Background: an optimization exercise with open tools, aiming at small area. Do not read the settings as production practice.
Function was checked by simulation only, so behaviour that the tests miss may differ from the original.
Power figures rest on the tool's default switching activity, not on a simulated workload.

## west
==> flow/design.v <==
`timescale 1ns / 1ps
module Clock_Div(
    input clk_in,
    input [3:0] div,
    input rst,
    output reg clk_out,
    output rise,
    output fall
    );
 reg [2:0] count;
 wire clk_next = (div == 4'b0100) ? count[1] :
                 (div == 4'b1000) ? count[2] : count[0];
 always @(posedge clk_in or posedge rst)
  if (rst) begin
   count   <= 3'b0;
   clk_out <= 1'b0;
  end else begin
   count   <= count + 1'b1;
   clk_out <= clk_next;
  end
 assign rise = ~clk_out & clk_next;
 assign fall = clk_out & ~clk_next;
endmodule
`timescale 1ns / 1ps
module SR_Control(
    input [170-1:0] din,
    input clk,
    input clk_div,
    input rise,
    input rst,
    input start,
    output reg din_sr,
    output load_sr,
    output clk_sr
    );
 reg [7:0] c;
 wire idle = (c == 8'd173);
 assign load_sr = (c == 8'd171);
 assign clk_sr = ~rst & (~clk_div | load_sr);
 always @(posedge clk or posedge rst)
  if (rst) begin
   c      <= 8'd173;
   din_sr <= 1'b0;
  end else if (rise) begin
   if (idle) begin
    if (start) c <= 8'd0;
   end else
    c <= c + 1'b1;
   din_sr <= (c < 170) ? din[c] : 1'b0;
  end
endmodule
`timescale 1ns / 1ps
module Recieve_Data(
    input dout_sr,
    input clk,
    input fall,
    input rst,
    input load_sr,
    output [170-1:0] dout
    );
 reg [170-1:0] tmp_n;
 reg [170-1:0] dout_n;
 reg nvalid;
 reg [7:0] r;
 wire idle = (r == 8'd171);
 wire done = fall && (r == 8'd170);
 always @(posedge clk or posedge rst)
  if (rst)
   r <= 8'd171;
  else if (fall) begin
   if (idle) begin
    if (load_sr) r <= 8'd0;
   end else
    r <= r + 1'b1;
  end
 always @(posedge clk or posedge rst)
  if (rst)
   nvalid <= 1'b1;
  else if (done)
   nvalid <= 1'b0;
 always @(posedge clk)
  if (fall)
   tmp_n <= {~dout_sr, tmp_n[170-1:1]};
 always @(posedge clk)
  if (done)
   dout_n <= tmp_n;
 assign dout = ~(dout_n | {170{nvalid}});
endmodule
`timescale 1ns / 1ps
module Top_SR(
    input clk_in,
    input rst,
    input [3:0] div,
    input start,
    input [170-1:0] din,
    input dout_sr,
    output clk_sr,
    output din_sr,
    output load_sr,
    output [170-1:0] dout
    );
wire clk_div;
wire rise;
wire fall;
Clock_Div clock_div_0(
        .clk_in(clk_in),
        .div(div),
        .rst(rst),
        .clk_out(clk_div),
        .rise(rise),
        .fall(fall)
        );
SR_Control sr_control_0(
         .din(din),
         .clk(clk_in),
         .clk_div(clk_div),
         .rise(rise),
         .rst(rst),
         .start(start),
         .din_sr(din_sr),
         .load_sr(load_sr),
         .clk_sr(clk_sr)
        );
Recieve_Data recieve_data_0(
        .dout_sr(dout_sr),
        .clk(clk_in),
        .fall(fall),
        .rst(rst),
        .load_sr(load_sr),
        .dout(dout)
        );                         
endmodule
clock: 5.0 ns
lec_check: 0
cap_margin: 20
core_margin: 2
core_utilization: 40
slew_margin: 20
buffer_ports_args: -buffer_cell sky130_fd_sc_hd__buf_1
cts_args: -sink_clustering_enable -repair_clock_nets -dont_use_dummy_load -buf_list sky130_fd_sc_hd__clkbuf_8 -sink_clustering_size 12 -sink_clustering_max_diameter 50
standard.sh (not shown) runs the stock make flow with config.mk's settings and CLKGATE_MAP_FILE= SYNTH_SCRIPT=/design/flow/synth_recipe.tcl, a recipe that flattens the netlist after the stock synthesis.
==> flow/flow/run.sh <==
#!/bin/bash
cat >> "$FLOW_CONFIG" <<'EOC'
export BUFFER_PORTS_ARGS = -buffer_cell sky130_fd_sc_hd__buf_1
export CTS_ARGS = -sink_clustering_enable -repair_clock_nets -dont_use_dummy_load -buf_list sky130_fd_sc_hd__clkbuf_8 -sink_clustering_size 12 -sink_clustering_max_diameter 50
EOC
bash standard.sh > standard.log 2>&1
Inputs modified between west and north:
diff --git a/flow/design.v b/flow/design.v
--- a/flow/design.v
+++ b/flow/design.v
@@ -32,23 +32,30 @@
     output reg din_sr,
     output load_sr,
     output clk_sr
     );
  reg [7:0] c;
- wire idle = (c == 8'd173);
- assign load_sr = (c == 8'd171);
+ wire idle = ~c[7] & ~c[6];
+ wire [255:0] tbl = {3'b0, din, 83'b0};
+ wire [3:0] sel = 4'b1 << c[1:0];
+ wire [63:0] grp;
+ genvar g;
+ generate for (g = 0; g < 64; g = g + 1) begin : G
+  assign grp[g] = |(tbl[4*g +: 4] & sel);
+ end endgenerate
+ assign load_sr = (c == 8'd254);
  assign clk_sr = ~rst & (~clk_div | load_sr);
  always @(posedge clk or posedge rst)
   if (rst) begin
-   c      <= 8'd173;
+   c      <= 8'd0;
    din_sr <= 1'b0;
   end else if (rise) begin
    if (idle) begin
-    if (start) c <= 8'd0;
+    if (start) c <= 8'd83;
    end else
     c <= c + 1'b1;
-   din_sr <= (c < 170) ? din[c] : 1'b0;
+   din_sr <= grp[c[7:2]];
   end
 endmodule
 `timescale 1ns / 1ps
 module Recieve_Data(
     input dout_sr,
@@ -60,18 +67,18 @@
     );
  reg [170-1:0] tmp_n;
  reg [170-1:0] dout_n;
  reg nvalid;
  reg [7:0] r;
- wire idle = (r == 8'd171);
- wire done = fall && (r == 8'd170);
+ wire idle = ~r[7] & ~r[6];
+ wire done = fall & (&r);
  always @(posedge clk or posedge rst)
   if (rst)
-   r <= 8'd171;
+   r <= 8'd0;
   else if (fall) begin
    if (idle) begin
-    if (load_sr) r <= 8'd0;
+    if (load_sr) r <= 8'd85;
    end else
     r <= r + 1'b1;
   end
  always @(posedge clk or posedge rst)
   if (rst)
### Flow results
Sum of buffers and inverters on the critical path came out exactly the same in north and west. west → north: sequential cell area share now sits higher, final period demand of the worst path now sits lower. west → north: part of the total power dissipated in combinational logic shows an increase of 3.7 points; cell count picked up an extra about 3.4%. Changes observed in north relative to west: fraction of power consumed by sequential logic shows a reduction of 2.8 points, layout filler cell count shows a reduction of about 2.7%.

========
v6:
// Top_SR: RTL as listed in full above, without the edits since
==> flow/config.mk <==
export PLATFORM = sky130hd
export DESIGN_NAME = Top_SR
export DESIGN_NICKNAME = Top_SR
export VERILOG_FILES = /design/flow/design.v
export SDC_FILE = /design/flow/constraint.sdc
export NUM_CORES = 4
export LEC_CHECK = 0
export CAP_MARGIN = 20
export CORE_MARGIN = 2
export CORE_UTILIZATION = 40
export SLEW_MARGIN = 20
==> flow/constraint.sdc <==
create_clock -name core_clock -period 5.0 [get_ports {clk_in}]
set_input_delay 1.0000 -clock core_clock [delete_from_list [all_inputs] [get_ports {clk_in}]]
set_output_delay 1.0000 -clock core_clock [all_outputs]
set_load 0.01 [all_outputs]
run.sh (not shown) runs the stock make flow with config.mk's settings and CLKGATE_MAP_FILE= SYNTH_SCRIPT=/design/flow/synth_recipe.tcl, a recipe that flattens the netlist after the stock synthesis.
Stock flow here: none of the scripts above is used.
Changes in v7 relative to v6:
--- a/flow/design.v
+++ b/flow/design.v
@@ -55,16 +55,13 @@
     input clk,
     input fall,
     input rst,
     input load_sr,
-    output [170-1:0] dout
+    output reg [170-1:0] dout
     );
- reg [170-1:0] tmp_n;
- reg [170-1:0] dout_n;
- reg nvalid;
+ reg [170-1:0] dout_tmp;
  reg [7:0] r;
  wire idle = (r == 8'd171);
- wire done = fall && (r == 8'd170);
  always @(posedge clk or posedge rst)
   if (rst)
    r <= 8'd171;
   else if (fall) begin
@@ -72,20 +69,16 @@
     if (load_sr) r <= 8'd0;
    end else
     r <= r + 1'b1;
   end
+ always @(posedge clk)
+  if (fall)
+   dout_tmp <= {dout_sr, dout_tmp[170-1:1]};
  always @(posedge clk or posedge rst)
   if (rst)
-   nvalid <= 1'b1;
-  else if (done)
-   nvalid <= 1'b0;
- always @(posedge clk)
-  if (fall)
-   tmp_n <= {~dout_sr, tmp_n[170-1:1]};
- always @(posedge clk)
-  if (done)
-   dout_n <= tmp_n;
- assign dout = ~(dout_n | {170{nvalid}});
+   dout <= 170'b0;
+  else if (fall && r == 8'd170)
+   dout <= dout_tmp;
 endmodule
 `timescale 1ns / 1ps
 module Top_SR(
     input clk_in,
## What came out
- v7 vs v6: count of buffering cells on the critical path with inverters included down in v7
- Final cell count: v6 vs v7, no meaningful difference
- | number of iterations in the first detailed-routing pass | v7 vs v6 | 2 lower |
- Core util | v7 vs v6 | v7 lower
- Of v7 and v6, it is v7 that has the lower reported net switching power.
- v6 → v7: post-detailed-routing wire length fell about 2%, relative contribution of sequential cells to total power decreased 1.0 points.
- Compared with v6, v7 shows detailed route wirelength on metal3 that has gone down by more than a quarter.

==> separate check: timing with driven ports <==
No port has a modelled driver above. Below, the same layouts with a new extraction and two added sets of constraints.
Step 1 (the two cells are an assumption about what drives the block):
set clk [get_ports {clk_in}]
set_driving_cell -lib_cell sky130_fd_sc_hd__clkbuf_16 $clk
set_driving_cell -lib_cell sky130_fd_sc_hd__buf_2 [delete_from_list [all_inputs] $clk]
Step 2 times the ports against the registers' clock, not the clock port: input delays grow and output delays shrink by t, the midpoint of the rising clock arrivals with the driver on.
Slacks: ideal ports / drivers / drivers and shift; pairs: ideal ports / drivers.
run | t (ns) | setup WS [ns] | hold slack, ns | worst setup path after step 2 | clock arrival spread, ns
west | 0.566 | 1.440 / 1.391 / 1.593 | 0.410 / 0.410 / 0.410 | input to register | 0.058 / 0.059
north | 0.559 | 1.512 / 1.468 / 1.572 | 0.387 / 0.387 / 0.387 | input to register | 0.078 / 0.079
v6 | 0.553 | 1.274 / 1.224 / 1.135 | 0.421 / 0.421 / 0.421 | input to register | 0.031 / 0.031
v7 | 0.570 | 1.144 / 1.095 / 1.040 | 0.432 / 0.432 / 0.432 | input to register | 0.015 / 0.016
After both steps setup and hold are still met in every run listed. The setup slack of v6, which loses most, moves by -0.050 ns with the drivers and by -0.139 ns with both steps.
